Source: an optimization exercise on an open RTL-to-GDS flow (aim: small area). Production flows keep margins and buffers that such runs may drop. At most, simulation tests tie the RTL to the original design; equivalence was not proved. For runs 1 to 4, only the layout was checked, not whether the RTL still works. Power is estimated from default activity; no workload was simulated.

===== flow/config.mk =====
export PLATFORM = sky130hd
export DESIGN_NAME = op_code
export DESIGN_NICKNAME = op_code
export VERILOG_FILES = /design/flow/design.v
export SDC_FILE = /design/flow/constraint.sdc
export NUM_CORES = 8
export LEC_CHECK = 0
export CAP_MARGIN = 20
export CORE_MARGIN = 2
export CORE_UTILIZATION = 40
export CTS_BUF_LIST = sky130_fd_sc_hd__clkbuf_8
export CTS_CLUSTER_SIZE = 20
export SLEW_MARGIN = 20

===== flow/constraint.sdc =====
create_clock -name core_clock -period 320.0 [get_ports {clk}]
set_input_delay 64.0000 -clock core_clock [delete_from_list [all_inputs] [get_ports {clk}]]
set_output_delay 64.0000 -clock core_clock [all_outputs]
set_load 0.01 [all_outputs]

===== flow/design.v =====
`timescale 1ns / 1ps
module op_code(
    input clk, reset_p,
    input [3:0] key_value,
    input key_valid,
    output [63:0] result_bcd,
    output [15:0] led
);
    reg        kv_prev;
    reg        stage;       
    reg  [1:0] op;          
    reg        busy;
    reg  [6:0] t;
    reg [31:0] R1, R2;
    reg [63:0] D;
    reg [15:0] L;
    reg        c;           
    assign result_bcd = D;
    assign led = L;
    genvar g;
    wire ev = key_valid & ~kv_prev;
    wire [3:0] k = key_value;
    wire is_op  = (k[1:0] == 2'b11);
    wire is_clr = (k == 4'hc);
    wire is_eq  = (k == 4'he);
    wire is_dig = ~is_op & ~is_clr & ~is_eq;
    reg [2:0] p; reg q0, ci;
    always @(*) begin
        p = 3'd0; q0 = 1'b0; ci = 1'b0;
        case (k)
            4'h0: p = 3'd1;
            4'h1: p = 3'd2;
            4'h2: p = 3'd3;
            4'h4: p = 3'd4;
            4'h5: p = 3'd5;
            4'h6: p = 3'd6;
            4'h8: p = 3'd7;
            4'h9: begin p = 3'd7; q0 = 1'b1; end
            4'ha: begin p = 3'd7; q0 = 1'b1; ci = 1'b1; end
            default: ;
        endcase
    end
    wire ent        = ev & is_dig;
    wire start_move = ev & ~stage & is_op;
    wire start_calc = ev & stage & is_eq;
    wire uclr       = ev & (stage ? (is_clr | is_op) : (is_clr | is_eq));
    wire P0  = busy & ~t[6] & ~t[5];
    wire P1  = busy & ~t[6] &  t[5];
    wire P2  = busy &  t[6];
    wire t0  = (t[4:0] == 5'd0);
    wire t31 = (t[4:0] == 5'd31);
    wire opm  = busy & stage;          
    wire calc = busy & ~stage;         
    wire mul = calc & (op == 2'b10);
    wire div = calc & (op == 2'b11);
    wire as  = calc & ~op[1];
    wire sub = op[0];
    wire MOVE  = P0 & calc;
    wire MULT  = P1 & mul;
    wire DIV   = P1 & div;
    wire ADD   = P1 & as & t0;
    wire CONV  = P2 & ~(div & t[5]);
    wire CHAIN = opm | CONV;           
    wire        x0 = ent ? q0 : ((DIV | ADD) & R1[31]);
    wire [31:0] X = {R2[30:0], x0};
    wire        m = ~ent & (~MULT | R1[31]);
    wire [31:0] Y = ({32{ent}} & {R2[28:0], p}) | ({32{m}} & D[31:0]);
    wire        cin = ent ? ci : (DIV | (ADD & sub));
    wire [32:0] cc;
    wire [31:0] S;
    assign cc[0] = cin;
    generate for (g = 0; g < 32; g = g + 1) begin : fa
        assign S[g] = X[g] ^ Y[g] ^ cc[g];
        assign cc[g+1] = (X[g] & Y[g]) | (cc[g] & (X[g] ^ Y[g]));
    end endgenerate
    wire cout = cc[32];
    wire q = R2[31] | cout;            
    wire s = div ? R1[31] : R1[21];
    wire [64:1] Dn;
    generate for (g = 0; g < 16; g = g + 1) begin : dd
        wire [3:0] a = D[4*g +: 4];
        wire ge5 = (g < 8 ? CONV : 1'b1) & (a[3] | (a[2] & (a[1] | a[0])));
        assign Dn[4*g+4] = ge5 | a[3];
        assign Dn[4*g+3] = ge5 ? (a[3] & a[0]) : a[2];
        assign Dn[4*g+2] = ge5 ? ((a[1] & a[0]) | (a[3] & ~a[0])) : a[1];
        assign Dn[4*g+1] = a[0] ^ ge5;
    end endgenerate
    wire d0 = CONV ? s : (R2[31] ^ (div | sub));
    wire r1in = DIV ? (q & c) : (MOVE | ADD) ? sub : R2[31];
    wire [22:0] ic;
    assign ic[0] = (MULT | ADD) & cout;
    generate for (g = 0; g < 22; g = g + 1) begin : inc
        assign ic[g+1] = ic[g] & (g == 0 ? r1in : R1[g-1]);
    end endgenerate
    wire [31:0] R1sh = {R1[30:21], {R1[20:0], r1in} ^ ic[21:0]};
    wire Dlo_sh  = MOVE | CONV;
    wire Dclr    = P1 & t31;
    wire Dlo_hold = ~Dlo_sh & ~Dclr;
    wire Dhi_hold = ~CONV & ~Dclr;
    wire R1_sh   = CHAIN | MULT | DIV | ADD | (MOVE & as & ~t0);
    wire R2_S    = ~reset_p & (ent | MULT | ADD | (DIV & q));
    wire R2_sh   = ~reset_p & (CHAIN | MOVE | (DIV & ~q));
    wire R2_hold = ~reset_p & ~uclr & ~R2_S & ~R2_sh;
    wire r2in    = ((MOVE & as) | DIV) & R1[31];
    always @(posedge clk or posedge reset_p) begin
        if (reset_p) begin
            kv_prev <= 1'b0;
            stage <= 1'b0;
            busy <= 1'b0;
            t <= 7'd0;
            D <= 64'd0;
            L <= 16'd0;
        end else begin
            kv_prev <= key_valid;
            if (start_move) begin
                stage <= 1'b1;
                busy <= 1'b1;
                t <= 7'd0;
            end else if (start_calc) begin
                stage <= 1'b0;
                busy <= 1'b1;
                t <= 7'd0;
            end else if (busy) begin
                t <= t + 7'd1;
                if ((opm & t31) | (calc & t == 7'd117)) busy <= 1'b0;
            end
            D[31:0]  <= ({32{Dlo_sh}} & {Dn[31:1], d0}) | ({32{Dlo_hold}} & D[31:0]);
            D[63:32] <= ({32{CONV}} & Dn[63:32]) | ({32{Dhi_hold}} & D[63:32]);
            if (CONV) L <= {L[14:0], s};
        end
    end
    always @(posedge clk) begin
        if (start_move) op <= k[3:2];
        if (MOVE) c <= (c & ~t0) | R2[31];
        R2 <= ({32{R2_S}} & S) | ({32{R2_sh}} & {R2[30:0], r2in}) | ({32{R2_hold}} & R2);
        if (R1_sh) R1 <= R1sh;
    end
endmodule

===== flow/flow/run.sh =====
#!/bin/bash
# Own layout flow: the standard ORFS flow (standard.sh) with these changes
#  - synthesis maps the logic with an area-oriented ABC script (flow/abc.script);
#    registers are mapped before ABC runs, so they are the standard synthesis's
#  - extra ORFS variables from flow/make_args (one NAME=value per line), e.g.
#    the port buffer cell and the clock tree options
# Each tool's full output is in orfs/logs/...; make's own output is in flow.log.
set -euo pipefail
W=$PWD
rm -rf "$W/scripts_mod"
cp -r "$FLOW_HOME/scripts" "$W/scripts_mod"
cp "$W/flow/abc.script" "$W/scripts_mod/abc_speed.script"
args=("SCRIPTS_DIR=$W/scripts_mod")
if [[ -f "$W/flow/make_args" ]]; then
  while IFS= read -r line; do
    [[ -n "$line" && "$line" != \#* ]] && args+=("$line")
  done < "$W/flow/make_args"
fi
bash "$W/standard.sh" "${args[@]}" finish > "$W/flow.log" 2>&1

===== flow/flow/abc.script =====
strash
dch -f
amap
topo

===== flow/flow/make_args =====
BUFFER_PORTS_ARGS=-buffer_cell sky130_fd_sc_hd__buf_1
CTS_ARGS=-sink_clustering_enable -repair_clock_nets -buf_list sky130_fd_sc_hd__clkbuf_8 -root_buf sky130_fd_sc_hd__clkbuf_16 -sink_clustering_size 40 -sink_clustering_max_diameter 150 -sink_clustering_levels 1

===== flow/standard.sh =====
#!/bin/bash
# synth_recipe.tcl (not shown) runs the flow's synth.tcl, then flattens the netlist and writes it again
# the make line also repeats each setting of config.mk as NAME=value (left out here)
make -C /OpenROAD-flow-scripts/flow DESIGN_CONFIG=/design/flow/config.mk WORK_HOME=/design/flow/orfs CLKGATE_MAP_FILE= SYNTH_SCRIPT=/design/flow/synth_recipe.tcl "${@:-finish}"

==> results of run 1 <==
==> synth_stat cells (all sizes together) <==
| library cell | n | area (µm²) |
|---|---|---|
| clkinv | 130 | 488 |
| dfrtp | 90 | 2250 |
| nor2 | 88 | 330 |
| o21ai | 88 | 440 |
| edfxtp | 35 | 1050 |
| a21oi | 34 | 170 |
| dfxtp | 32 | 641 |
| fa | 32 | 641 |
| nand2 | 31 | 116 |
| ha | 29 | 363 |
| o32ai | 27 | 236 |
| o22ai | 25 | 156 |
| nor3 | 19 | 95.1 |
| a22oi | 18 | 135 |
| a222oi | 16 | 160 |
| o22a | 14 | 123 |
| nand3 | 9 | 45.0 |
| o221ai | 7 | 61.3 |
| a211oi | 5 | 37.5 |
| a221oi | 4 | 35.0 |
| a221o | 2 | 20.0 |
| a31oi | 2 | 12.5 |
| nor2b | 2 | 12.5 |
| o21a | 2 | 15.0 |
| o31ai | 2 | 15.0 |
| a211o | 1 | 8.76 |
| and3 | 1 | 6.26 |
| nand2b | 1 | 6.26 |
| nand4 | 1 | 6.26 |
| nor4 | 1 | 6.26 |
| nor4b | 1 | 8.76 |
| o21bai | 1 | 7.51 |
| o311ai | 1 | 8.76 |
| or2 | 1 | 6.26 |
==> metrics by stage <==
stage	instances	total power, W	hold WS (ps)	setup slack (ps)	cell area, µm²
2_1_floorplan	752	0.0000381	400	235180	7720
3_3_place_gp	1111	0.0000441	404	235570	8510
3_5_place_dp	1111	0.0000442	406	235300	8510
4_1_cts	1143	0.0000601	427	235660	8940
5_1_grt	1143	0.0000632	425	234670	8940
6_report	1143	0.0000594	422	235780	8940
==> power breakdown <==
part / total, W / leakage, nW / internal, W / switching, W
Sequential: 0.0000286 / 1.76 / 0.0000257 / 0.00000292
Combinational: 0.0000150 / 1.51 / 0.00000472 / 0.0000103
Clock: 0.0000159 / 0.217 / 0.00000786 / 0.00000799
Total: 0.0000594 / 3.49 / 0.0000383 / 0.0000212
==> worst reg2reg max path, delay by kind of cell (launching register included) <==
| family | cells | cell delay (ps) |
|---|---|---|
| fa+ha+maj | 53 | 17550 |
| buf+inv | 3 | 1070 |
| compound gates | 6 | 970 |
| simple gates | 3 | 550 |
| flops | 1 | 360 |
==> flip-flops by register name (all words and copies together) (netlist names) <==
register,count
L,16
D,64
t,7
stage,1
op,2
R1,32
busy,1
c,1
kv_prev,1
R2,32
==> cell families after synthesis <==
| family | Yosys count | synth area share, % |
|---|---|---|
| DFF | 157 | 51.1 |
| and+or+nand+nor | 155 | 8.28 |
| AOI/OAI and AO/OA | 249 | 21.3 |
| buffers and inverters | 130 | 6.32 |
| adders and majority gates | 61 | 13.0 |
==> placed cells by master (no fill, tap or decap), types with 2 or more instances in the layout <==
cell type	instances
clkinv_1	129
dfrtp_1	90
nor2_1	87
o21ai_0	87
buf_1	86
edfxtp_1	35
a21oi_1	34
dfxtp_1	32
fa_1	32
nand2_1	31
ha_1	29
o32ai_1	27
o22ai_1	25
nor3_1	18
a22oi_1	18
clkbuf_8	18
a222oi_1	16
o22a_1	14
buf_4	13
nand3_1	9
o221ai_1	7
a211oi_1	4
inv_6	4
a221oi_1	3
clkinv_4	3
o31ai_1	2
o21a_1	2
inv_4	2
nor2b_1	2
a221o_1	2
bufinv_16	2
==> worst max-delay path by stage <==
stage | start | end | slack [ps] | cells after the start
finish | key_value[2] | R1[21] | 235780 | 67
detailed placement | key_value[0] | R1[21] | 235300 | 66
global route | key_value[0] | R1[21] | 234670 | 66
floorplan | key_value[2] | R1[21] | 235180 | 64
global placement | key_value[3] | R1[21] | 235570 | 67
CTS | key_value[0] | R1[21] | 235660 | 66
==> final cells by class <==
cell class                 count  area [µm²]  share of cell area, %
clock buffer                  19         273                   3.05
clock inverter                13         155                   1.74
inverter                     130         490                   5.49
multi-input combinational    465        3330                   37.3
sequential                   157        3940                   44.1
tap                          260         325                   3.64
timing repair buffer          99         420                   4.70
==> layer usage <==
layer / vias up / share of wire [%]
met5: - / 0
met4: 0 / 2.0
met3: 23 / 4.1
met2: 149 / 44
met1: 3058 / 50
li1: 2978 / -
==> summary.md, run 1 <==
| Metric | Value |
|---|---|
| Grt ovf | 0 |
| Via count | 6208 |
| Setup Total Neg Slack | 0 ps |
| Worst reg2reg startpoint | kv_prev |
| Post-Syn Area | ~0.0077 mm² |
| Reg2reg setup slack | approximately 300000 ps |
| First-pass iteration count of the detailed router | 7 |
| Die X-Extent | ~140 µm |
| Seq/Total Area, Yosys | 51.1% |
| Met3 usage | 3.89% |
| P&R area growth vs syn | 15.8% |
| Buffers on Ports | 86 |
| Via/cell ratio | 5.43 |
| Gate Count Post-Synth | 752 |
| RePlAce Congestion | 0.841 |
| Core Util, Final | 47.5% |
| Hold path startpoint | R1[23] |
| Max-Cap Viols | 0 |
| CP max FO | 32 |
| Outcome | timing/DRC/antenna clean |
| Post-DP HPWL | 12400 µm |
| Filler instances | 1771 |
| Post-synth cell types | 34 |
| Initial Util | 41.0% |
| Slew @ Worst Pin | 888 ps |
| Drt drc | 0 |
| Detail Route Antenna Nets | 0 |
| Fin. Hold Viols | 0 |
| Met1 Usage GRT | a little over a quarter |
| Fin crit period | approximately 84000 ps |
| Die area | 0.0204 mm² |
| Number of endpoints failing setup at the final stage | 0 |
| Cells on worst reg2reg path | 65 |
| WL final | 18000 µm |
| Hold path cells | 0 |
| Synthesized area per cell | a little over 10 µm² |
| Most Crowded Layer GR | met1 |
| Clk slew on worst S/H paths | 90 ps |
| Leakage | 3.49 nW |
| Rel. slew slack | about two fifths |
| Register bit total from synthesis | 157 |
| Skew-Pair Late Insertion Delay | slightly below 400 ps |
| Data required, critical path | 320150 ps |
| Share of layout cells above drive strength 1 | just under 6% |
| CTS tree | yes |
| Top cell by count, worst path | fa_1 |
| CTS Buffer Depth | 2 |
| CP Buf/Inv Count | 5 |
| First-pass GRT wire length | 30100 µm |
| Setup CP Type | input port to flop |
| Cell Pwr Density | 6.65 mW/mm² |
| Hold Buf Count CTS | 0 |
| All-Layer GR Usage | 18.6% |
| Antenna cells | 0 |
| PostCTS Resize Cnt | 0 |
| Root Buffer | clkbuf_16 |
| Hold crit path type | flop to flop |
| Row count | 50 |
| H-tree levels | 4 |
| Vias in the first global route | between 5000 and 6000 |
| Critical path's slowest cell | clkinv_1 |
| Startpoint Class | input port |
| Wire length per cell | 15.8 µm |
| Crit end category | flop |
| CP max stage delay | between 400 and 500 ps |
| Nets | between 900 and 1000 |
| Syn_nets | 820 |
| I/O Pins | 87 |
| Sink Count | 157 |
| RSZ-0062 raised after global routing | false |
| Initial antenna violation count | 0 |
| Fmax | 11.9 MHz |
| Largest net degree at the start of global routing | 70 |
| Cts bufs inserted | 17 |
| Synth Warn # | 1 |
| Core area | 0.0188 mm² |
| Period Utilization, post-route | between 20% and 30% |
| CP delay by family, top | adder cells |
| Post-CTS Repair Setup Buffers | 0 |
| Die span in y | between 100 and 150 µm |
| Max VDD drop | 0.00000321 V |
| Arr. time, crit path | 84360 ps |
| Max-slew violation count | 0 |
| Endpoint, Worst Hold | R1[24] |
| R2R Path End | R1[21] |
| Clock Skew | approximately 13 ps |
| First DRT Iteration DRCs | between 600 and 700 |
| M2 GR Usage | 27.3% |
==> run 2, diff against run 1 <==
==> flow/flow/make_args (replaced) <==
BUFFER_PORTS_ARGS=-buffer_cell sky130_fd_sc_hd__buf_1
DONT_USE_CELLS=sky130_fd_sc_hd__probe_p_8 sky130_fd_sc_hd__probec_p_8 sky130_fd_sc_hd__lpflow_bleeder_1 sky130_fd_sc_hd__lpflow_clkbufkapwr_1 sky130_fd_sc_hd__lpflow_clkbufkapwr_16 sky130_fd_sc_hd__lpflow_clkbufkapwr_2 sky130_fd_sc_hd__lpflow_clkbufkapwr_4 sky130_fd_sc_hd__lpflow_clkbufkapwr_8 sky130_fd_sc_hd__lpflow_clkinvkapwr_1 sky130_fd_sc_hd__lpflow_clkinvkapwr_16 sky130_fd_sc_hd__lpflow_clkinvkapwr_2 sky130_fd_sc_hd__lpflow_clkinvkapwr_4 sky130_fd_sc_hd__lpflow_clkinvkapwr_8 sky130_fd_sc_hd__lpflow_decapkapwr_12 sky130_fd_sc_hd__lpflow_decapkapwr_3 sky130_fd_sc_hd__lpflow_decapkapwr_4 sky130_fd_sc_hd__lpflow_decapkapwr_6 sky130_fd_sc_hd__lpflow_decapkapwr_8 sky130_fd_sc_hd__lpflow_inputiso0n_1 sky130_fd_sc_hd__lpflow_inputiso0p_1 sky130_fd_sc_hd__lpflow_inputiso1n_1 sky130_fd_sc_hd__lpflow_inputiso1p_1 sky130_fd_sc_hd__lpflow_inputisolatch_1 sky130_fd_sc_hd__lpflow_isobufsrc_1 sky130_fd_sc_hd__lpflow_isobufsrc_16 sky130_fd_sc_hd__lpflow_isobufsrc_2 sky130_fd_sc_hd__lpflow_isobufsrc_4 sky130_fd_sc_hd__lpflow_isobufsrc_8 sky130_fd_sc_hd__lpflow_isobufsrckapwr_16 sky130_fd_sc_hd__lpflow_lsbuf_lh_hl_isowell_tap_1 sky130_fd_sc_hd__lpflow_lsbuf_lh_hl_isowell_tap_2 sky130_fd_sc_hd__lpflow_lsbuf_lh_hl_isowell_tap_4 sky130_fd_sc_hd__lpflow_lsbuf_lh_isowell_4 sky130_fd_sc_hd__lpflow_lsbuf_lh_isowell_tap_1 sky130_fd_sc_hd__lpflow_lsbuf_lh_isowell_tap_2 sky130_fd_sc_hd__lpflow_lsbuf_lh_isowell_tap_4 sky130_fd_sc_hd__fill_1 sky130_fd_sc_hd__fill_2 sky130_fd_sc_hd__fill_4 sky130_fd_sc_hd__fill_8  sky130_fd_sc_hd__buf_6 sky130_fd_sc_hd__buf_8 sky130_fd_sc_hd__buf_12 sky130_fd_sc_hd__buf_16 sky130_fd_sc_hd__bufinv_8 sky130_fd_sc_hd__bufinv_16 sky130_fd_sc_hd__inv_6 sky130_fd_sc_hd__inv_8 sky130_fd_sc_hd__inv_12 sky130_fd_sc_hd__inv_16 sky130_fd_sc_hd__clkinv_8 sky130_fd_sc_hd__clkinv_16 sky130_fd_sc_hd__clkinvlp_4
==> summary.md, run 2 <==
| Metric | Value |
|---|---|
| Outcome | timing/DRC/antenna clean |
| Critical Path Start | key_value[0] |
| Switching pwr | 0.0000211 W |
| Synth Area in Compound Gates | a little over a fifth |
| Post-CTS Repair Setup Buffers | 0 |
| Fmax | 11.8 MHz |
| Filler instances | 1799 |
| Seq. cell area | approximately 0.004 mm² |
| Fin crit period | 84520 ps |
| Synthesized area per cell | between 10 and 15 µm² |
| FFs w/ async S/R, synth | 57.3% |
| Worst setup endpoint | R1[21] |
| Most Crowded Layer GR | met2 |
| Post-Syn Area | 0.00772 mm² |
| First-pass GRT wire length | 29700 µm |
| Register bit total from synthesis | 157 |
| All-Layer GR Usage | 18.4% |
| Internal Power | between 0.00003 and 0.00004 W |
| Nets | 939 |
| Met3 usage | 3.39% |
| H-tree levels | 4 |
| Data required, critical path | 320210 ps |
| Die area | between 0.02 and 0.025 mm² |
| Reg power frac | 50.3% |
| Gate Count Post-Synth | 752 |
| Row count | 50 |
| Post-Synth Simple-Gate Area | a little over 8% |
| Core area | 0.0188 mm² |
| Leakage | 3.48 nW |
| Hold Buf Count CTS | 0 |
| Main combinational cell family by area after synthesis | compound AO/OA/AOI/OAI gates |
| Period Utilization, post-route | 26.4% |
| Met1 Usage GRT | 26.3% |
| Logic pwr share | 26.0% |
| RSZ-0062 raised after global routing | false |
| Drt drc | 0 |
| WL final | 17900 µm |
| Cells on worst reg2reg path | 64 |
| Setup WS pre-CTS | 234960 ps |
| Via/cell ratio | between 5 and 6 |
| Cts bufs inserted | 17 |
| Critical path's slowest cell | clkinv_1 |
| Antenna cells | 0 |
| Via count | ~6000 |
| Max VDD drop | 0.00000319 V |
| Post-synthesis mux area share | 0% |
| Clk slew on worst S/H paths | 90 ps |
| Initial antenna violation count | 0 |
| Xor/xnor cell area share of the yosys netlist | 0% |
| Area share of the largest cell type after synthesis | between 20 and 30% |
| CP max stage delay | 730 ps |
| I/O Pins | 87 |
| Number of endpoints failing setup at the final stage | 0 |
| Max reg flops | 64 |
| Max-Cap Viols | 0 |
| Commonest non-fill, non-tap cells in the layout | clkinv_1 (129), dfrtp_1 (90), nor2_1 (87), o21ai_0 (87), buf_1 (86) |
| Most numerous cell in the Yosys netlist | clkinv_1 |
| RePlAce Congestion | about 0.84 |
| Main synth FF type | dfrtp_1 |
| Arr. time, crit path | approximately 85000 ps |
| Die X-Extent | between 100 and 150 µm |
| CTS Buffer Depth | 2 |
| Syn_nets | 820 |
| PostCTS Resize Cnt | 0 |
| Startpoint Class | input port |
| Grt ovf | 0 |
| Clock Skew | 28.5 ps |
| CTS tree | yes |
| Final worst slack | around 240000 ps |
| Post-DP HPWL | 12300 µm |
| Sink Count | 157 |
| Die span in y | ~140 µm |
| Hold crit path type | flop to flop |
| Crit end category | flop |
| Setup CP Type | input port to flop |
| Largest cells by area after synthesis | dfrtp_1 (29%), edfxtp_1 (14%), dfxtp_1 (8.3%) |
| Vias in the first global route | approximately 5900 |
| Post-synth top cells | clkinv_1 (130), dfrtp_1 (90), nor2_1 (88), o21ai_0 (88), edfxtp_1 (35) |
| CP max FO | 20 |
| Post-synthesis adder-cell area fraction | a little over an eighth |
| Worst reg2reg startpoint | kv_prev |
| Buffers on Ports | 86 |
| R2R Path End | R1[21] |
| Setup Total Neg Slack | 0 ps |
| Clock share of power | between 20% and 30% |
| M2 GR Usage | approximately 28% |
| Rel. slew slack | 31.7% |
| First DRT Iteration DRCs | ~420 |
| Top flop regs | D: 64 flops, R1: 32 flops, R2: 32 flops |
| Top cell by count, worst path | fa_1 |
| Detail Route Antenna Nets | 0 |
| Synth Warn # | 1 |
| P&R area growth vs syn | 15.1% |
| Skew-Pair Late Insertion Delay | 460 ps |
| Biggest register | D |
| Share of layout cells above drive strength 1 | under 10% |
| Sw frac | between 30% and 40% |
| Wire length per cell | 15.6 µm |
| First-pass iteration count of the detailed router | 5 |
| Cell Pwr Density | between 6 and 7 mW/mm² |
| Cell accounting for the most synthesized area | dfrtp_1 |
| Commonest non-fill, non-tap cell in the layout | clkinv_1 |
| Post-synth cell types | 34 |
| Largest net degree at the start of global routing | between 70 and 80 |
| Seq/Total Area, Yosys | approximately half |
| Area occupied by multi-input gates | 0.00333 mm² |
| Fin. Hold Viols | 0 |
| Root Buffer | clkbuf_8 |
| Initial Util | around two fifths |
| Reg2reg setup slack | 298880 ps |
| EDFF count, synth | 35 |
| Max-slew violation count | 0 |
| Slew @ Worst Pin | a little over 1000 ps |
run 2: cell count changes in the layout (fill, tap and decap cells not counted), moves of 2 or more:
cell	change
inv_6	-4
bufinv_16	-2
buf_4	-13
clkinv_4	+7
dlygate4sd1_1	+10
clkinv_2	+2
buf_2	+3
run 2: critical path: cells and delay by family:
kind / cells / cell delay (ps)
and+or+nand+nor: 2 / 370
AOI/OAI and AO/OA: 6 / 1020
buffers and inverters: 4 / 1780
adders and majority gates: 53 / 17520
run 2: final cells by class:
type | count | area share, %
repair buffers | 100 | 4.90
well taps | 260 | 3.66
clock buffers | 18 | 2.79
multi-input cells | 465 | 37.5
clock inverters | 14 | 1.24
inverters | 130 | 5.52
flip-flops and latches | 157 | 44.4
run 2: worst min-delay path by stage:
| stage | slack, ps | to | from | cells after the start |
|---|---|---|---|---|
| floorplan | 400 | R1[23] | R1[22] | 0 |
| global route | 440 | R1[31] | R1[30] | 0 |
| global placement | 410 | R1[28] | R1[27] | 0 |
| CTS | 420 | R1[27] | R1[26] | 0 |
| finish | 430 | R1[24] | R1[23] | 0 |
| detailed placement | 410 | R1[27] | R1[26] | 0 |
run 2: cells by family (layout without fill, tap and decap cells):
kind of cell | count (synthesis) | count (layout)
DFF | 157 | 157
adders and majority gates | 61 | 61
AOI/OAI and AO/OA | 249 | 249
and+or+nand+nor | 155 | 155
buffers and inverters | 130 | 262
run 2: power by group through the flow:
stage | Sequential, W | Clock (W) | Combinational (W)
after global placement | 0.0000291 | 0 | 0.0000150
final | 0.0000287 | 0.0000135 | 0.0000149
after CTS | 0.0000287 | 0.0000140 | 0.0000152
after detailed placement | 0.0000291 | 0 | 0.0000152
after global routing | 0.0000293 | 0.0000147 | 0.0000169
after floorplan | 0.0000292 | 0 | 0.00000887
run 2: layer usage:
metal	share of wire (%)	wire length (µm)
met1	48	8600
met2	46	8180
met3	4.1	740
met4	1.9	338
met5	0	0
run 2: per-stage QoR:
step	instance area [µm²]	total power (W)	util (%)	std cells	hold WS (ps)
5_1_grt	8880	0.0000609	47.2	1144	437
4_1_cts	8890	0.0000579	47.2	1144	422
3_3_place_gp	8540	0.0000440	45.3	1112	405
2_1_floorplan	7720	0.0000381	-	752	400
3_5_place_dp	8540	0.0000442	45.3	1112	406
6_report	8880	0.0000571	47.2	1144	429
==> run 3, diff against run 2 <==
==> flow/flow/make_args (replaced) <==
BUFFER_PORTS_ARGS=-buffer_cell sky130_fd_sc_hd__buf_1
DONT_USE_CELLS=sky130_fd_sc_hd__probe_p_8 sky130_fd_sc_hd__probec_p_8 sky130_fd_sc_hd__lpflow_bleeder_1 sky130_fd_sc_hd__lpflow_clkbufkapwr_1 sky130_fd_sc_hd__lpflow_clkbufkapwr_16 sky130_fd_sc_hd__lpflow_clkbufkapwr_2 sky130_fd_sc_hd__lpflow_clkbufkapwr_4 sky130_fd_sc_hd__lpflow_clkbufkapwr_8 sky130_fd_sc_hd__lpflow_clkinvkapwr_1 sky130_fd_sc_hd__lpflow_clkinvkapwr_16 sky130_fd_sc_hd__lpflow_clkinvkapwr_2 sky130_fd_sc_hd__lpflow_clkinvkapwr_4 sky130_fd_sc_hd__lpflow_clkinvkapwr_8 sky130_fd_sc_hd__lpflow_decapkapwr_12 sky130_fd_sc_hd__lpflow_decapkapwr_3 sky130_fd_sc_hd__lpflow_decapkapwr_4 sky130_fd_sc_hd__lpflow_decapkapwr_6 sky130_fd_sc_hd__lpflow_decapkapwr_8 sky130_fd_sc_hd__lpflow_inputiso0n_1 sky130_fd_sc_hd__lpflow_inputiso0p_1 sky130_fd_sc_hd__lpflow_inputiso1n_1 sky130_fd_sc_hd__lpflow_inputiso1p_1 sky130_fd_sc_hd__lpflow_inputisolatch_1 sky130_fd_sc_hd__lpflow_isobufsrc_1 sky130_fd_sc_hd__lpflow_isobufsrc_16 sky130_fd_sc_hd__lpflow_isobufsrc_2 sky130_fd_sc_hd__lpflow_isobufsrc_4 sky130_fd_sc_hd__lpflow_isobufsrc_8 sky130_fd_sc_hd__lpflow_isobufsrckapwr_16 sky130_fd_sc_hd__lpflow_lsbuf_lh_hl_isowell_tap_1 sky130_fd_sc_hd__lpflow_lsbuf_lh_hl_isowell_tap_2 sky130_fd_sc_hd__lpflow_lsbuf_lh_hl_isowell_tap_4 sky130_fd_sc_hd__lpflow_lsbuf_lh_isowell_4 sky130_fd_sc_hd__lpflow_lsbuf_lh_isowell_tap_1 sky130_fd_sc_hd__lpflow_lsbuf_lh_isowell_tap_2 sky130_fd_sc_hd__lpflow_lsbuf_lh_isowell_tap_4 sky130_fd_sc_hd__fill_1 sky130_fd_sc_hd__fill_2 sky130_fd_sc_hd__fill_4 sky130_fd_sc_hd__fill_8  sky130_fd_sc_hd__buf_6 sky130_fd_sc_hd__buf_8 sky130_fd_sc_hd__buf_12 sky130_fd_sc_hd__buf_16 sky130_fd_sc_hd__bufinv_8 sky130_fd_sc_hd__bufinv_16 sky130_fd_sc_hd__inv_6 sky130_fd_sc_hd__inv_8 sky130_fd_sc_hd__inv_12 sky130_fd_sc_hd__inv_16 sky130_fd_sc_hd__clkinv_8 sky130_fd_sc_hd__clkinv_16 sky130_fd_sc_hd__clkinvlp_4
CTS_ARGS=-sink_clustering_enable -repair_clock_nets -buf_list sky130_fd_sc_hd__clkbuf_8 -sink_clustering_size 20 -dont_use_dummy_load
==> summary.md, run 3 <==
| Metric | Value |
|---|---|
| Cells on worst reg2reg path | 64 |
| Main synth FF type | dfrtp_1 |
| Setup WS pre-CTS | 234960 ps |
| Clock Skew | 37.2 ps |
| Largest cells by area after synthesis | dfrtp_1 (29%), edfxtp_1 (14%), dfxtp_1 (8.3%) |
| Syn_nets | 820 |
| CP max stage delay | 730 ps |
| Die area | 0.0204 mm² |
| Initial Util | 41.0% |
| Commonest non-fill, non-tap cell in the layout | clkinv_1 |
| Max-slew violation count | 0 |
| Via count | between 6000 and 7000 |
| Switching pwr | 0.0000196 W |
| Hold crit path type | flop to flop |
| Reg2reg setup slack | 298880 ps |
| Commonest non-fill, non-tap cells in the layout | clkinv_1 (129), dfrtp_1 (90), nor2_1 (87), o21ai_0 (87), buf_1 (86) |
| Max VDD drop | roughly 0.0000029 V |
| Seq/Total Area, Yosys | 51.1% |
| Post-synth cell types | 34 |
| Core area | 0.0188 mm² |
| Fin. Hold Viols | 0 |
| Slew @ Worst Pin | 1040 ps |
| Number of endpoints failing setup at the final stage | 0 |
| First-pass iteration count of the detailed router | 5 |
| Max reg flops | 64 |
| Area share of the largest cell type after synthesis | 29.2% |
| Fin crit period | between 80000 and 90000 ps |
| Clock share of power | 20.4% |
| Post-CTS Repair Setup Buffers | 0 |
| Grt ovf | 0 |
| Cts bufs inserted | 17 |
| Die X-Extent | 143 µm |
| Gate Count Post-Synth | 752 |
| Share of layout cells above drive strength 1 | about 3.3% |
| Data required, critical path | between 300000 and 400000 ps |
| Buffers on Ports | 86 |
| Register bit total from synthesis | 157 |
| R2R Path End | R1[21] |
| First-pass GRT wire length | 29700 µm |
| PostCTS Resize Cnt | 0 |
| Startpoint Class | input port |
| H-tree levels | 4 |
| Filler instances | 1811 |
| Cell Pwr Density | between 6 and 7 mW/mm² |
| RSZ-0062 raised after global routing | false |
| Antenna cells | 0 |
| Top cell by count, worst path | fa_1 |
| Crit end category | flop |
| Setup CP Type | input port to flop |
| Synthesized area per cell | 10.3 µm² |
| Reg power frac | 52.5% |
| P&R area growth vs syn | 13.5% |
| Sink Count | 157 |
| Internal Power | 0.0000350 W |
| Leakage | 3.42 nW |
| RePlAce Congestion | 0.842 |
| Top flop regs | D: 64 flops, R1: 32 flops, R2: 32 flops |
| Biggest register | D |
| Worst reg2reg startpoint | kv_prev |
| Most numerous cell in the Yosys netlist | clkinv_1 |
| CP max FO | 20 |
| Drt drc | 0 |
| Skew-Pair Late Insertion Delay | 460 ps |
| Die span in y | 143 µm |
| Endpoint, Worst Hold | R1[25] |
| Post-synth top cells | clkinv_1 (130), dfrtp_1 (90), nor2_1 (88), o21ai_0 (88), edfxtp_1 (35) |
| First DRT Iteration DRCs | 434 |
| Nets | about 940 |
| Rel. slew slack | 30.8% |
| Max-Cap Viols | 0 |
| Cell accounting for the most synthesized area | dfrtp_1 |
| CP Buf/Inv Count | 4 |
| FFs w/ async S/R, synth | 57.3% |
| Logic pwr share | between 20% and 30% |
| Hold Buf Count CTS | 0 |
| Fmax | 11.8 MHz |
| Critical path's slowest cell | clkinv_1 |
| Post-DP HPWL | 12300 µm |
| Initial antenna violation count | 0 |
| Wire length per cell | 15.8 µm |
| Synth Warn # | 1 |
| Root Buffer | clkbuf_8 |
| Sw frac | between 30% and 40% |
| Row count | 50 |
| WL final | 17800 µm |
| Hold path cells | 0 |
| Vias in the first global route | 5885 |
| I/O Pins | 87 |
| Hold path startpoint | R1[24] |
| All-Layer GR Usage | 18.5% |
| Clk slew on worst S/H paths | 80 ps |
| CTS tree | yes |
| CTS Buffer Depth | 2 |
| Final worst slack | 235470 ps |
| EDFF count, synth | 35 |
| Outcome | timing/DRC/antenna clean |
| Detail Route Antenna Nets | 0 |
| Core Util, Final | around 47% |
| Via/cell ratio | 5.40 |
| Largest net degree at the start of global routing | 72 |
| CP delay by family, top | adder cells |
| Setup Total Neg Slack | 0 ps |
| Post-Syn Area | roughly 0.0077 mm² |
| Arr. time, crit path | around 85000 ps |
| Period Utilization, post-route | a little over a quarter |
[run 3: cell count changes in the layout (fill, tap and decap cells not counted)]
cell,change
inv_4,-2
clkinv_2,-2
clkinv_4,-10
clkbuf_8,-1
[run 3: worst max path at each step]
stage / startpoint / endpoint / cells after the start
3_3_place_gp: key_value[0] / R1[21] / 65
5_1_grt: key_value[0] / R1[21] / 65
4_1_cts: key_value[0] / R1[21] / 65
3_5_place_dp: key_value[0] / R1[21] / 65
6_report: key_value[0] / R1[21] / 65
2_1_floorplan: key_value[2] / R1[21] / 64
[run 3: kinds of logic after synthesis]
family / Yosys count / synth area share (%)
AOI/OAI and AO/OA: 249 / 21.3
DFF: 157 / 51.1
and+or+nand+nor: 155 / 8.28
buffers and inverters: 130 / 6.32
adders and majority gates: 61 / 13.0
[run 3: final cells by class]
| class | instances | area [µm²] | area share, % |
|---|---|---|---|
| well taps | 260 | 325 | 3.71 |
| flip-flops and latches | 157 | 3940 | 45.0 |
| inverters | 130 | 490 | 5.60 |
| clock buffers | 17 | 234 | 2.67 |
| multi-input cells | 465 | 3330 | 38.0 |
| repair buffers | 100 | 435 | 4.97 |
[run 3: stage by stage]
| step | total power, W | area, µm² | std cells | hold slack [ps] |
|---|---|---|---|---|
| 6_report | 0.0000547 | 8760 | 1129 | 424 |
| 3_5_place_dp | 0.0000442 | 8540 | 1112 | 406 |
| 3_3_place_gp | 0.0000440 | 8540 | 1112 | 405 |
| 2_1_floorplan | 0.0000381 | 7720 | 752 | 400 |
| 5_1_grt | 0.0000584 | 8760 | 1129 | 434 |
| 4_1_cts | 0.0000554 | 8770 | 1129 | 419 |
[run 3: power groups by stage]
stage               registers (W)   logic [W]  clock network, W
floorplan               0.0000292  0.00000887                 0
detailed placement      0.0000291   0.0000152                 0
finish                  0.0000287   0.0000148         0.0000111
CTS                     0.0000287   0.0000151         0.0000115
global placement        0.0000291   0.0000150                 0
global route            0.0000293   0.0000169         0.0000123
[run 3: metal layers]
layer / track usage (%) / up-vias / routed length [µm]
met5: 0 / - / 0
met4: 7.19 / 0 / 376
met3: 3.99 / 26 / 752
met2: 27.8 / 140 / 8110
met1: 26.1 / 2964 / 8590
li1: - / 2966 / -
==> run 4, diff against run 3 <==
--- a/flow/config.mk
+++ b/flow/config.mk
@@ -7,7 +7,7 @@
 export LEC_CHECK = 0
 export CAP_MARGIN = 20
 export CORE_MARGIN = 2
-export CORE_UTILIZATION = 40
+export CORE_UTILIZATION = 60
 export CTS_BUF_LIST = sky130_fd_sc_hd__clkbuf_8
 export CTS_CLUSTER_SIZE = 20
 export SLEW_MARGIN = 20
==> summary.md, run 4 <==
| Metric | Value |
|---|---|
| Fin. Hold Viols | 0 |
| Syn_nets | 820 |
| Clock share of power | about a fifth |
| Top cell by count, worst path | fa_1 |
| Sw frac | a little over a third |
| Cells on worst reg2reg path | 64 |
| Buffers on Ports | 86 |
| Commonest non-fill, non-tap cell in the layout | clkinv_1 |
| Commonest non-fill, non-tap cells in the layout | clkinv_1 (129), dfrtp_1 (90), nor2_1 (87), o21ai_0 (87), buf_1 (86) |
| Initial antenna violation count | 0 |
| First DRT Iteration DRCs | roughly 570 |
| Share of layout cells above drive strength 1 | 3.57% |
| Core area | 0.0126 mm² |
| EDFF count, synth | 35 |
| Hold path startpoint | R1[29] |
| Cell accounting for the most synthesized area | dfrtp_1 |
| Most Crowded Layer GR | met2 |
| All-Layer GR Usage | 26.5% |
| Hold crit path type | flop to flop |
| Root Buffer | clkbuf_8 |
| Post-CTS Repair Setup Buffers | 0 |
| Largest cells by area after synthesis | dfrtp_1 (29%), edfxtp_1 (14%), dfxtp_1 (8.3%) |
| WL final | approximately 18000 µm |
| Critical path's slowest cell | dlygate4sd1_1 |
| Grt ovf | 0 |
| Top flop regs | D: 64 flops, R1: 32 flops, R2: 32 flops |
| Met3 usage | 5.69% |
| Arr. time, crit path | 85480 ps |
| Switching pwr | around 0.000019 W |
| Hold path cells | 0 |
| CP max FO | 20 |
| Outcome | timing/DRC/antenna clean |
| Max-Cap Viols | 0 |
| Nets | 938 |
| FFs w/ async S/R, synth | 57.3% |
| Endpoint, Worst Hold | R1[30] |
| Post-synth cell types | 34 |
| Initial Util | 61.4% |
| Drt drc | 0 |
| Post-DP HPWL | about 12000 µm |
| Reg power frac | a little over half |
| RSZ-0062 raised after global routing | false |
| Synth Warn # | 1 |
| I/O Pins | 87 |
| Core Util, Final | 68.7% |
| Vias in the first global route | 6053 |
| Die area | 0.0138 mm² |
| Cts bufs inserted | 17 |
| R2R Path End | R1[21] |
| CP Buf/Inv Count | 4 |
| Max VDD drop | ~0.000005 V |
| Logic pwr share | 27.5% |
| Cell Pwr Density | 6.31 mW/mm² |
| Via/cell ratio | 6.01 |
| Sink Count | 157 |
| Area share of the largest cell type after synthesis | about 29% |
| Antenna cells | 0 |
| Max-slew violation count | 0 |
| Slew @ Worst Pin | 999 ps |
| M2 GR Usage | 40.1% |
| Max reg flops | 64 |
| Die span in y | around 120 µm |
| Wire length per cell | 16.8 µm |
| First-pass GRT wire length | 29500 µm |
| Fin crit period | 85290 ps |
| Period Utilization, post-route | 26.7% |
| Fmax | 11.7 MHz |
| CP delay by family, top | adder cells |
| Clock Skew | 22.4 ps |
| CP max stage delay | 770 ps |
| Hold Buf Count CTS | 0 |
| Filler instances | 1020 |
| Biggest register | D |
| Data required, critical path | 320190 ps |
| Largest net degree at the start of global routing | 53 |
| Gate Count Post-Synth | roughly 750 |
| Detail Route Antenna Nets | 0 |
| Pwr Total | 0.0000545 W |
| CTS tree | yes |
| Rel. slew slack | 33.3% |
| Post-synth top cells | clkinv_1 (130), dfrtp_1 (90), nor2_1 (88), o21ai_0 (88), edfxtp_1 (35) |
| Startpoint Class | input port |
| Via count | 6253 |
| Internal Power | between 0.00003 and 0.00004 W |
| Setup CP Type | input port to flop |
| Clk slew on worst S/H paths | around 70 ps |
| Most numerous cell in the Yosys netlist | clkinv_1 |
| Setup Total Neg Slack | 0 ps |
| Worst reg2reg startpoint | kv_prev |
| RePlAce Congestion | roughly 0.90 |
| P&R area growth vs syn | 11.9% |
| PostCTS Resize Cnt | 0 |
| Synthesized area per cell | 10.3 µm² |
| Met1 Usage GRT | 38.1% |
| First-pass iteration count of the detailed router | 5 |
| Crit end category | flop |
| CTS Buffer Depth | 2 |
| H-tree levels | 4 |
| Number of endpoints failing setup at the final stage | 0 |
| Reg2reg setup slack | 298100 ps |
| Seq/Total Area, Yosys | approximately half |
| Row count | 41 |
| Die X-Extent | 117 µm |
| Skew-Pair Late Insertion Delay | 450 ps |
| Leakage | 3.40 nW |
| Main synth FF type | dfrtp_1 |
| Post-Syn Area | 0.00772 mm² |
| Register bit total from synthesis | 157 |
-- run 4: cell count changes in the layout (fill, tap and decap cells not counted) --
cell	delta
dlygate4sd1_1	-2
buf_2	+1
clkinv_2	+1
inv_4	-1
o31ai_1	-1
o31ai_2	+1
-- run 4: cells by family after synthesis --
| logic type | Yosys count | synth area share, % |
|---|---|---|
| DFF | 157 | 51.1 |
| and+or+nand+nor | 155 | 8.28 |
| AOI/OAI and AO/OA | 249 | 21.3 |
| adders and majority gates | 61 | 13.0 |
| buffers and inverters | 130 | 6.32 |
-- run 4: per-stage QoR --
step	instance area, µm²	hold WS [ps]	worst slack, ps	cells
final	8640	412	234710	1040
after floorplan	7720	400	235180	752
after global routing	8640	416	233830	1040
after detailed placement	8420	405	234330	1023
after global placement	8420	408	234860	1023
after CTS	8650	418	234680	1040
-- run 4: area by class of cell --
| cell class | count | area (µm²) | share of cell area (%) |
|---|---|---|---|
| multi-input cells | 465 | 3330 | 38.6 |
| clock buffers | 17 | 234 | 2.71 |
| flip-flops and latches | 157 | 3940 | 45.6 |
| well taps | 172 | 215 | 2.49 |
| repair buffers | 99 | 423 | 4.90 |
| inverters | 130 | 489 | 5.66 |
-- run 4: worst reg2reg max path: cells and delay by family (launching register included) --
kind                       cells  cell delay (ps)
adders and majority gates     53            17790
buffers and inverters          2             1520
AOI/OAI and AO/OA              6             1360
and+or+nand+nor                3              610
DFF                            1              360
-- run 4: worst max-delay path by stage --
stage,start,endpoint,depth (start not counted)
after global placement,key_value[0],R1[21],65
after detailed placement,key_value[0],R1[21],65
after floorplan,key_value[2],R1[21],64
after CTS,key_value[0],R1[21],65
final,key_value[0],R1[21],65
after global routing,key_value[0],R1[21],65
-- run 4: power groups by stage --
stage / combinational [W] / clock (W) / sequential, W
floorplan: 0.00000887 / 0 / 0.0000292
global placement: 0.0000145 / 0 / 0.0000288
detailed placement: 0.0000151 / 0 / 0.0000290
CTS: 0.0000150 / 0.0000111 / 0.0000287
global route: 0.0000168 / 0.0000119 / 0.0000292
finish: 0.0000150 / 0.0000109 / 0.0000286
-- run 4: layer usage --
layer	routed length [µm]	part of all wire (%)
met5	0	0
met4	318	1.8
met3	1090	6.2
met2	8120	46
met1	7970	46
==> run 5, diff against run 4 <==
--- a/flow/design.v
+++ b/flow/design.v
@@ -104,32 +104,27 @@
     wire r2in    = ((MOVE & as) | DIV) & R1[31];
     always @(posedge clk or posedge reset_p) begin
         if (reset_p) begin
-            kv_prev <= 1'b0;
             stage <= 1'b0;
             busy <= 1'b0;
-            t <= 7'd0;
             D <= 64'd0;
             L <= 16'd0;
         end else begin
-            kv_prev <= key_valid;
             if (start_move) begin
                 stage <= 1'b1;
                 busy <= 1'b1;
-                t <= 7'd0;
             end else if (start_calc) begin
                 stage <= 1'b0;
                 busy <= 1'b1;
-                t <= 7'd0;
-            end else if (busy) begin
-                t <= t + 7'd1;
-                if ((opm & t31) | (calc & t == 7'd117)) busy <= 1'b0;
-            end
+            end else if ((opm & t31) | (calc & t == 7'd117)) busy <= 1'b0;
             D[31:0]  <= ({32{Dlo_sh}} & {Dn[31:1], d0}) | ({32{Dlo_hold}} & D[31:0]);
             D[63:32] <= ({32{CONV}} & Dn[63:32]) | ({32{Dhi_hold}} & D[63:32]);
             if (CONV) L <= {L[14:0], s};
         end
     end
     always @(posedge clk) begin
+        kv_prev <= key_valid;
+        if (start_move | start_calc) t <= 7'd0;
+        else if (busy) t <= t + 7'd1;
         if (start_move) op <= k[3:2];
         if (MOVE) c <= (c & ~t0) | R2[31];
         R2 <= ({32{R2_S}} & S) | ({32{R2_sh}} & {R2[30:0], r2in}) | ({32{R2_hold}} & R2);
==> flow/flow/make_args (replaced) <==
BUFFER_PORTS_ARGS=-buffer_cell sky130_fd_sc_hd__buf_1
DONT_USE_CELLS=sky130_fd_sc_hd__probe_p_8 sky130_fd_sc_hd__probec_p_8 sky130_fd_sc_hd__lpflow_bleeder_1 sky130_fd_sc_hd__lpflow_clkbufkapwr_1 sky130_fd_sc_hd__lpflow_clkbufkapwr_16 sky130_fd_sc_hd__lpflow_clkbufkapwr_2 sky130_fd_sc_hd__lpflow_clkbufkapwr_4 sky130_fd_sc_hd__lpflow_clkbufkapwr_8 sky130_fd_sc_hd__lpflow_clkinvkapwr_1 sky130_fd_sc_hd__lpflow_clkinvkapwr_16 sky130_fd_sc_hd__lpflow_clkinvkapwr_2 sky130_fd_sc_hd__lpflow_clkinvkapwr_4 sky130_fd_sc_hd__lpflow_clkinvkapwr_8 sky130_fd_sc_hd__lpflow_decapkapwr_12 sky130_fd_sc_hd__lpflow_decapkapwr_3 sky130_fd_sc_hd__lpflow_decapkapwr_4 sky130_fd_sc_hd__lpflow_decapkapwr_6 sky130_fd_sc_hd__lpflow_decapkapwr_8 sky130_fd_sc_hd__lpflow_inputiso0n_1 sky130_fd_sc_hd__lpflow_inputiso0p_1 sky130_fd_sc_hd__lpflow_inputiso1n_1 sky130_fd_sc_hd__lpflow_inputiso1p_1 sky130_fd_sc_hd__lpflow_inputisolatch_1 sky130_fd_sc_hd__lpflow_isobufsrc_1 sky130_fd_sc_hd__lpflow_isobufsrc_16 sky130_fd_sc_hd__lpflow_isobufsrc_2 sky130_fd_sc_hd__lpflow_isobufsrc_4 sky130_fd_sc_hd__lpflow_isobufsrc_8 sky130_fd_sc_hd__lpflow_isobufsrckapwr_16 sky130_fd_sc_hd__lpflow_lsbuf_lh_hl_isowell_tap_1 sky130_fd_sc_hd__lpflow_lsbuf_lh_hl_isowell_tap_2 sky130_fd_sc_hd__lpflow_lsbuf_lh_hl_isowell_tap_4 sky130_fd_sc_hd__lpflow_lsbuf_lh_isowell_4 sky130_fd_sc_hd__lpflow_lsbuf_lh_isowell_tap_1 sky130_fd_sc_hd__lpflow_lsbuf_lh_isowell_tap_2 sky130_fd_sc_hd__lpflow_lsbuf_lh_isowell_tap_4 sky130_fd_sc_hd__fill_1 sky130_fd_sc_hd__fill_2 sky130_fd_sc_hd__fill_4 sky130_fd_sc_hd__fill_8  sky130_fd_sc_hd__buf_6 sky130_fd_sc_hd__buf_8 sky130_fd_sc_hd__buf_12 sky130_fd_sc_hd__buf_16 sky130_fd_sc_hd__bufinv_8 sky130_fd_sc_hd__bufinv_16 sky130_fd_sc_hd__inv_6 sky130_fd_sc_hd__inv_8 sky130_fd_sc_hd__inv_12 sky130_fd_sc_hd__inv_16 sky130_fd_sc_hd__clkinv_8 sky130_fd_sc_hd__clkinv_16 sky130_fd_sc_hd__clkinvlp_4
CTS_ARGS=-repair_clock_nets -buf_list sky130_fd_sc_hd__clkbuf_16 -dont_use_dummy_load
--- a/flow/config.mk
+++ b/flow/config.mk
@@ -7,7 +7,7 @@
 export LEC_CHECK = 0
 export CAP_MARGIN = 20
 export CORE_MARGIN = 2
-export CORE_UTILIZATION = 60
+export CORE_UTILIZATION = 40
 export CTS_BUF_LIST = sky130_fd_sc_hd__clkbuf_8
 export CTS_CLUSTER_SIZE = 20
 export SLEW_MARGIN = 20
==> summary.md, run 5 <==
| Metric | Value |
|---|---|
| CTS Buffer Depth | 2 |
| Outcome | timing/DRC/antenna clean |
| Rel. slew slack | 29.0% |
| First-pass iteration count of the detailed router | 9 |
| Max-slew violation count | 0 |
| Startpoint Class | input port |
| Sink Count | between 150 and 200 |
| Fin crit period | 84250 ps |
| Clk slew on worst S/H paths | roughly 60 ps |
| Filler instances | 1767 |
| Hold Buf Count CTS | 0 |
| CP max FO | 19 |
| Seq/Total Area, Yosys | 50.8% |
| Detail Route Antenna Nets | 0 |
| Skew-Pair Late Insertion Delay | 430 ps |
| Data required, critical path | between 300000 and 400000 ps |
| RSZ-0062 raised after global routing | false |
| Synthesized area per cell | between 10 and 15 µm² |
| Wire length per cell | 15.9 µm |
| CP max stage delay | 620 ps |
| Via count | 6063 |
| Post-synth cell types | 32 |
| Largest net degree at the start of global routing | between 40 and 50 |
| Post-CTS Repair Setup Buffers | 0 |
| Switching pwr | 0.0000271 W |
| Main synth FF type | dfrtp_1 |
| Root Buffer | clkbuf_16 |
| Arr. time, crit path | 84420 ps |
| Post-synth top cells | clkinv_1 (136), nor2_1 (85), o21ai_0 (84) |
| Post-synthesis adder-cell area fraction | 13.1% |
| First DRT Iteration DRCs | 512 |
| Finished Layout Cells | 1102 |
| Nets | 938 |
| Fin. Hold Viols | 0 |
| Xor/xnor cell area share of the yosys netlist | 0% |
| Largest cells by area after synthesis | dfrtp_1 (27%), edfxtp_1 (14%), dfxtp_1 (10%) |
| Max VDD drop | 0.00000427 V |
| Crit end category | flop |
| Cts bufs inserted | 17 |
| Critical path's slowest cell | clkinv_1 |
| Max-Cap Viols | 0 |
| PostCTS Resize Cnt | 0 |
| Grt ovf | 0 |
| Fmax | 11.9 MHz |
| Area share of the largest cell type after synthesis | a little over a quarter |
| P&R area growth vs syn | 15.2% |
| Antenna cells | 0 |
| Hold crit path type | flop to flop |
| CTS tree | yes |
| Vias in the first global route | 5801 |
| Post-Syn Area | 0.00768 mm² |
| All-Layer GR Usage | 18.1% |
| Slew @ Worst Pin | approximately 1100 ps |
| Row count | 50 |
| Post-Synth Simple-Gate Area | 8.76% |
| Setup Total Neg Slack | 0 ps |
| EDFF count, synth | 35 |
| Top cell by count, worst path | fa_1 |
| Core area | 0.0188 mm² |
| Initial Util | between 40% and 50% |
| FFs w/ async S/R, synth | 52.2% |
| H-tree levels | 4 |
| Die area | 0.0203 mm² |
| Die X-Extent | 143 µm |
| RePlAce Congestion | 0.825 |
| Cell Pwr Density | 8.05 mW/mm² |
| Post-synthesis mux area share | 0% |
| Clock share of power | 22.7% |
| Period Utilization, post-route | 26.3% |
| Synth Warn # | 1 |
| Gate Count Post-Synth | 753 |
| Biggest register | D |
| Number of endpoints failing setup at the final stage | 0 |
| Reg power frac | 44.2% |
| Cell Count Post-Placement | 1085 |
| Via/cell ratio | 5.50 |
| Internal Power | about 0.000044 W |
| Leakage | approximately 3.6 nW |
| Setup CP Type | input port to flop |
| Most numerous cell in the Yosys netlist | clkinv_1 |
| Clock Skew | ~22 ps |
| Logic pwr share | between 30 and 40% |
| Synth Area in Compound Gates | 20.7% |
| Register bit total from synthesis | 157 |
| I/O Pins | 87 |
| Main combinational cell family by area after synthesis | compound AO/OA/AOI/OAI gates |
| Commonest non-fill, non-tap cells in the layout | clkinv_1 (135), buf_1 (86), nor2_1 (84) |
| Share of layout cells above drive strength 1 | around 3.1% |
| Max reg flops | 64 |
| First-pass GRT wire length | approximately 29000 µm |
| Buffers on Ports | 86 |
| Die span in y | 143 µm |
| Drt drc | 0 |
| Syn_nets | 821 |
| Post-DP HPWL | between 10000 and 15000 µm |
| Commonest non-fill, non-tap cell in the layout | clkinv_1 |
| Top flop regs | D: 64 flops, R1: 32 flops, R2: 32 flops |
| WL final | approximately 17000 µm |
| Sw frac | 38.0% |
| Initial antenna violation count | 0 |
| Cell accounting for the most synthesized area | dfrtp_1 |
==> run 5: changes by cell type after synthesis, sizes merged, moves of 3 or more <==
| cell | before | now |
|---|---|---|
| clkinv | 130 | 136 |
| a22oi | 18 | 4 |
| o22ai | 25 | 10 |
| o21ai | 88 | 84 |
| nor2 | 88 | 85 |
| nand2 | 31 | 47 |
| a222oi | 16 | 33 |
| nor3 | 19 | 12 |
| dfrtp | 90 | 82 |
| a221oi | 4 | 1 |
| dfxtp | 32 | 40 |
==> run 5: power by group through the flow <==
stage          combinational [W]  sequential (W)  clock (W)
2_1_floorplan          0.0000145       0.0000318          0
3_3_place_gp           0.0000236       0.0000319          0
3_5_place_dp           0.0000238       0.0000319          0
4_1_cts                0.0000239       0.0000316  0.0000166
5_1_grt                0.0000268       0.0000324  0.0000173
6_report               0.0000236       0.0000315  0.0000161
==> run 5: final timing paths <==
check                              from     end  slack (ps)  depth (start not counted)
max in group asynchronous       reset_p   D[33]      254740                          3
max                        key_value[2]  R1[21]      235750                         66
max reg2reg                        busy  R1[21]      299860                         62
min                              R1[23]  R1[24]         420                          0
min reg2reg                      R1[23]  R1[24]         420                          0
min in group asynchronous       reset_p    L[2]       63820                          2
==> run 5: final cells by class <==
class	count	area [µm²]	area share (%)
clock buffer	17	425	4.81
inverter	136	512	5.78
multi-input combinational	460	3300	37.3
sequential	157	3900	44.1
tap	234	293	3.31
timing repair buffer	98	415	4.69
==> run 5: logic make-up (layout without fill, tap and decap cells) <==
group                      after synthesis  in the layout
AOI/OAI and AO/OA                      234            234
buffers and inverters                  136            251
DFF                                    157            157
adders and majority gates               61             61
and+or+nand+nor                        165            165
==> run 5: worst max-delay path, delay by kind of cell <==
family / cells / cell delay (ps)
and+or+nand+nor: 3 / 530
buffers and inverters: 4 / 1170
AOI/OAI and AO/OA: 6 / 1150
adders and majority gates: 53 / 17530
==> run 5: metal layers <==
metal  vias up  global-route usage (%)  share of wire, %
met2       199                    27.9                45
met5         -                       0                 0
li1       2945                       -                 -
met3        27                    4.21               6.4
met1      2892                    24.9                47
met4         0                    7.03               1.9
==> run 5: through the flow <==
step	util (%)	hold slack (ps)	total power (W)	cell area, µm²	setup WS, ps
2_1_floorplan	-	400	0.0000463	7680	235700
3_3_place_gp	44.9	404	0.0000555	8430	235480
3_5_place_dp	45.0	408	0.0000557	8440	235200
4_1_cts	47.2	421	0.0000720	8860	235620
5_1_grt	47.2	428	0.0000765	8850	234580
6_report	47.2	420	0.0000712	8850	235750
==> run 6, diff against run 5 <==
==> flow/flow/make_args (replaced) <==
BUFFER_PORTS_ARGS=-buffer_cell sky130_fd_sc_hd__buf_1
DONT_USE_CELLS=sky130_fd_sc_hd__probe_p_8 sky130_fd_sc_hd__probec_p_8 sky130_fd_sc_hd__lpflow_bleeder_1 sky130_fd_sc_hd__lpflow_clkbufkapwr_1 sky130_fd_sc_hd__lpflow_clkbufkapwr_16 sky130_fd_sc_hd__lpflow_clkbufkapwr_2 sky130_fd_sc_hd__lpflow_clkbufkapwr_4 sky130_fd_sc_hd__lpflow_clkbufkapwr_8 sky130_fd_sc_hd__lpflow_clkinvkapwr_1 sky130_fd_sc_hd__lpflow_clkinvkapwr_16 sky130_fd_sc_hd__lpflow_clkinvkapwr_2 sky130_fd_sc_hd__lpflow_clkinvkapwr_4 sky130_fd_sc_hd__lpflow_clkinvkapwr_8 sky130_fd_sc_hd__lpflow_decapkapwr_12 sky130_fd_sc_hd__lpflow_decapkapwr_3 sky130_fd_sc_hd__lpflow_decapkapwr_4 sky130_fd_sc_hd__lpflow_decapkapwr_6 sky130_fd_sc_hd__lpflow_decapkapwr_8 sky130_fd_sc_hd__lpflow_inputiso0n_1 sky130_fd_sc_hd__lpflow_inputiso0p_1 sky130_fd_sc_hd__lpflow_inputiso1n_1 sky130_fd_sc_hd__lpflow_inputiso1p_1 sky130_fd_sc_hd__lpflow_inputisolatch_1 sky130_fd_sc_hd__lpflow_isobufsrc_1 sky130_fd_sc_hd__lpflow_isobufsrc_16 sky130_fd_sc_hd__lpflow_isobufsrc_2 sky130_fd_sc_hd__lpflow_isobufsrc_4 sky130_fd_sc_hd__lpflow_isobufsrc_8 sky130_fd_sc_hd__lpflow_isobufsrckapwr_16 sky130_fd_sc_hd__lpflow_lsbuf_lh_hl_isowell_tap_1 sky130_fd_sc_hd__lpflow_lsbuf_lh_hl_isowell_tap_2 sky130_fd_sc_hd__lpflow_lsbuf_lh_hl_isowell_tap_4 sky130_fd_sc_hd__lpflow_lsbuf_lh_isowell_4 sky130_fd_sc_hd__lpflow_lsbuf_lh_isowell_tap_1 sky130_fd_sc_hd__lpflow_lsbuf_lh_isowell_tap_2 sky130_fd_sc_hd__lpflow_lsbuf_lh_isowell_tap_4 sky130_fd_sc_hd__fill_1 sky130_fd_sc_hd__fill_2 sky130_fd_sc_hd__fill_4 sky130_fd_sc_hd__fill_8  sky130_fd_sc_hd__buf_6 sky130_fd_sc_hd__buf_8 sky130_fd_sc_hd__buf_12 sky130_fd_sc_hd__buf_16 sky130_fd_sc_hd__bufinv_8 sky130_fd_sc_hd__bufinv_16 sky130_fd_sc_hd__inv_6 sky130_fd_sc_hd__inv_8 sky130_fd_sc_hd__inv_12 sky130_fd_sc_hd__inv_16 sky130_fd_sc_hd__clkinv_8 sky130_fd_sc_hd__clkinv_16 sky130_fd_sc_hd__clkinvlp_4
CTS_ARGS=-sink_clustering_enable -repair_clock_nets -buf_list sky130_fd_sc_hd__clkbuf_8 -sink_clustering_size 25 -sink_clustering_max_diameter 200 -sink_buffer_max_cap_derate 1.0 -dont_use_dummy_load
==> summary.md, run 6 <==
| Metric | Value |
|---|---|
| Outcome | timing/DRC/antenna clean |
| Cells on worst reg2reg path | 62 |
| Max VDD drop | 0.00000428 V |
| Max-slew violation count | 0 |
| Main combinational cell family by area after synthesis | compound AO/OA/AOI/OAI gates |
| Period Utilization, post-route | 26.3% |
| Post-synthesis adder-cell area fraction | between 10% and 20% |
| Fmax | 11.9 MHz |
| Seq/Total Area, Yosys | 50.8% |
| Area share of the largest cell type after synthesis | 26.7% |
| CP max stage delay | between 600 and 700 ps |
| First DRT Iteration DRCs | 518 |
| Post-DP HPWL | 12000 µm |
| Max reg flops | 64 |
| Post-synthesis mux area share | 0% |
| Top flop regs | D: 64 flops, R1: 32 flops, R2: 32 flops |
| EDFF count, synth | 35 |
| I/O Pins | 87 |
| Most numerous cell in the Yosys netlist | clkinv_1 |
| Worst reg2reg startpoint | busy |
| RSZ-0062 raised after global routing | false |
| Hold path cells | 0 |
| Via/cell ratio | 5.53 |
| Top cell by count, worst path | fa_1 |
| Share of layout cells above drive strength 1 | 3.11% |
| R2R Path End | R1[21] |
| Cell accounting for the most synthesized area | dfrtp_1 |
| Number of endpoints failing setup at the final stage | 0 |
| All-Layer GR Usage | 17.9% |
| Commonest non-fill, non-tap cells in the layout | clkinv_1 (135), buf_1 (86), nor2_1 (84) |
| Post-synth cell types | 32 |
| P&R area growth vs syn | 12.7% |
| Hold Buf Count CTS | 0 |
| Root Buffer | clkbuf_8 |
| Initial Util | 40.9% |
| Clock Skew | 27.0 ps |
| Fin. Hold Viols | 0 |
| Endpoint, Worst Hold | R1[24] |
| Register bit total from synthesis | 157 |
| Post-Syn Area | 0.00768 mm² |
| Skew-Pair Late Insertion Delay | 450 ps |
| Buffers on Ports | 86 |
| Post-synth top cells | clkinv_1 (136), nor2_1 (85), o21ai_0 (84) |
| Hold slack | approximately 420 ps |
| Max-Cap Viols | 0 |
| First-pass iteration count of the detailed router | 9 |
| Core area | 0.0188 mm² |
| Die X-Extent | 143 µm |
| Leakage | 3.46 nW |
| Data required, critical path | 320200 ps |
| Synth Warn # | 1 |
| Cts bufs inserted | 17 |
| Setup WS pre-CTS | 235200 ps |
| Finished Cell Area | 0.00866 mm² |
| Critical path's slowest cell | clkinv_1 |
| Vias in the first global route | 5769 |
| Largest cells by area after synthesis | dfrtp_1 (27%), edfxtp_1 (14%), dfxtp_1 (10%) |
| Clk slew on worst S/H paths | 70 ps |
| Gate Count Post-Synth | 753 |
| Row count | 50 |
| FFs w/ async S/R, synth | 52.2% |
| WL final | between 15000 and 20000 µm |
| Placed instance area | around 0.0084 mm² |
| Grt ovf | 0 |
| Crit end category | flop |
| Biggest register | D |
| Detail Route Antenna Nets | 0 |
| H-tree levels | 4 |
| RePlAce Congestion | slightly above 0.8 |
| Rel. slew slack | 27.9% |
| Nets | 938 |
| CP max FO | 19 |
| Syn_nets | between 800 and 900 |
| Post-CTS Repair Setup Buffers | 0 |
| Fin crit period | 84250 ps |
| Synthesized area per cell | about 10 µm² |
| Die span in y | approximately 140 µm |
| Wire length per cell | 15.7 µm |
| Final worst slack | 235750 ps |
| Xor/xnor cell area share of the yosys netlist | 0% |
| Antenna cells | 0 |
| Post-Synth Simple-Gate Area | a little under 9% |
| Startpoint Class | input port |
| Die area | 0.0203 mm² |
| Hold crit path type | flop to flop |
| Main synth FF type | dfrtp_1 |
| CTS tree | yes |
| Setup CP Type | input port to flop |
| Initial antenna violation count | 0 |
| Via count | 6093 |
| Core Util, Final | 46.1% |
| Cell Pwr Density | between 7 and 8 mW/mm² |
| Largest net degree at the start of global routing | 44 |
| Drt drc | 0 |
| Commonest non-fill, non-tap cell in the layout | clkinv_1 |
| First-pass GRT wire length | around 29000 µm |
| Reg2reg setup slack | 299860 ps |
| Hold path startpoint | R1[23] |
| Setup Total Neg Slack | 0 ps |
| Sink Count | between 150 and 200 |
| PostCTS Resize Cnt | 0 |
| Synth Area in Compound Gates | 20.7% |
| CTS Buffer Depth | 2 |
| Arr. time, crit path | 84450 ps |
| Slew @ Worst Pin | 1080 ps |
==> run 6: cell counts after synthesis <==
Identical to the previous run, type by type.
==> run 6: where the power goes <==
group / switching, W / internal (W) / leakage [nW]
registers: 0.00000396 / 0.0000275 / 1.78
clock network: 0.00000618 / 0.00000468 / 0.122
logic: 0.0000162 / 0.00000738 / 1.56
==> run 6: cell families (layout without fill, tap and decap cells) <==
logic type	after synthesis	in the layout
AOI/OAI and AO/OA	234	234
adders and majority gates	61	61
buffers and inverters	136	251
DFF	157	157
and+or+nand+nor	165	165
==> run 6: through the flow <==
step	total power (W)	cells
2_1_floorplan	0.0000463	753
3_3_place_gp	0.0000555	1084
3_5_place_dp	0.0000557	1085
4_1_cts	0.0000667	1102
5_1_grt	0.0000713	1102
6_report	0.0000660	1102
==> run 6: worst max-delay path: cells and delay by family <==
kind | cells | cell delay, ps
and+or+nand+nor | 3 | 530
buffers and inverters | 4 | 1160
AOI/OAI and AO/OA | 6 | 1160
adders and majority gates | 53 | 17540
==> run 6: routing by layer <==
metal	global-route usage [%]	up-vias	part of all wire [%]
met3	4.44	17	5.9
met1	25.0	2945	48
met5	0	-	0
met2	27.6	183	45
met4	5.63	0	1.4
li1	-	2948	-
==> run 6: cell type report <==
type,count,area (µm²)
Sequential cell,157,3900
Inverter,136,512
Tap cell,234,293
Fill cell,1790,10100
Multi-Input combinational cell,460,3300
Timing Repair Buffer,98,415
Clock buffer,17,234
==> run 6: how the worst max path moves through the flow <==
stage | startpoint | to | cells after the start
6_report | key_value[2] | R1[21] | 66
5_1_grt | key_value[2] | R1[21] | 66
4_1_cts | key_value[2] | R1[21] | 66
3_5_place_dp | key_value[2] | R1[21] | 66
3_3_place_gp | key_value[2] | R1[21] | 66
2_1_floorplan | key_value[3] | R2[0] | 45

## static timing again, ports no longer ideal
No port has a modelled driver above. Below, the same layouts with a new extraction and two added sets of constraints.
Step 1: set_driving_cell puts a clkbuf_16 on clk and a buf_2 on each other input, an assumption about the parent block.
Step 2 also shifts input and output timing later by t, the mid clock arrival at the registers, as if the neighbouring blocks saw the same clock.
a / b / c = ideal ports / drivers / drivers and shift; a / b = the first two.
| run | t (ns) | setup slack, ns | hold WS [ns] | worst setup path at the end | latest minus earliest clock arrival (ns) |
|---|---|---|---|---|---|
| run 1 | 0.426 | 235.782 / 235.807 / 235.380 | 0.422 / 0.422 / 0.422 | input to register | 0.017 / 0.017 |
| run 2 | 0.484 | 235.480 / 235.499 / 235.015 | 0.429 / 0.429 / 0.429 | input to register | 0.029 / 0.029 |
| run 3 | 0.482 | 235.465 / 235.483 / 235.002 | 0.424 / 0.424 / 0.424 | input to register | 0.044 / 0.043 |
| run 4 | 0.473 | 234.710 / 234.722 / 234.249 | 0.412 / 0.412 / 0.412 | input to register | 0.023 / 0.023 |
| run 5 | 0.459 | 235.752 / 235.772 / 235.314 | 0.420 / 0.420 / 0.420 | input to register | 0.022 / 0.021 |
| run 6 | 0.473 | 235.751 / 235.767 / 235.295 | 0.423 / 0.423 / 0.423 | input to register | 0.027 / 0.027 |
After both steps setup and hold are still met in every run listed. For run 2, which loses most, drivers alone change the setup slack by +0.019 ns; drivers and shift together by -0.465 ns.
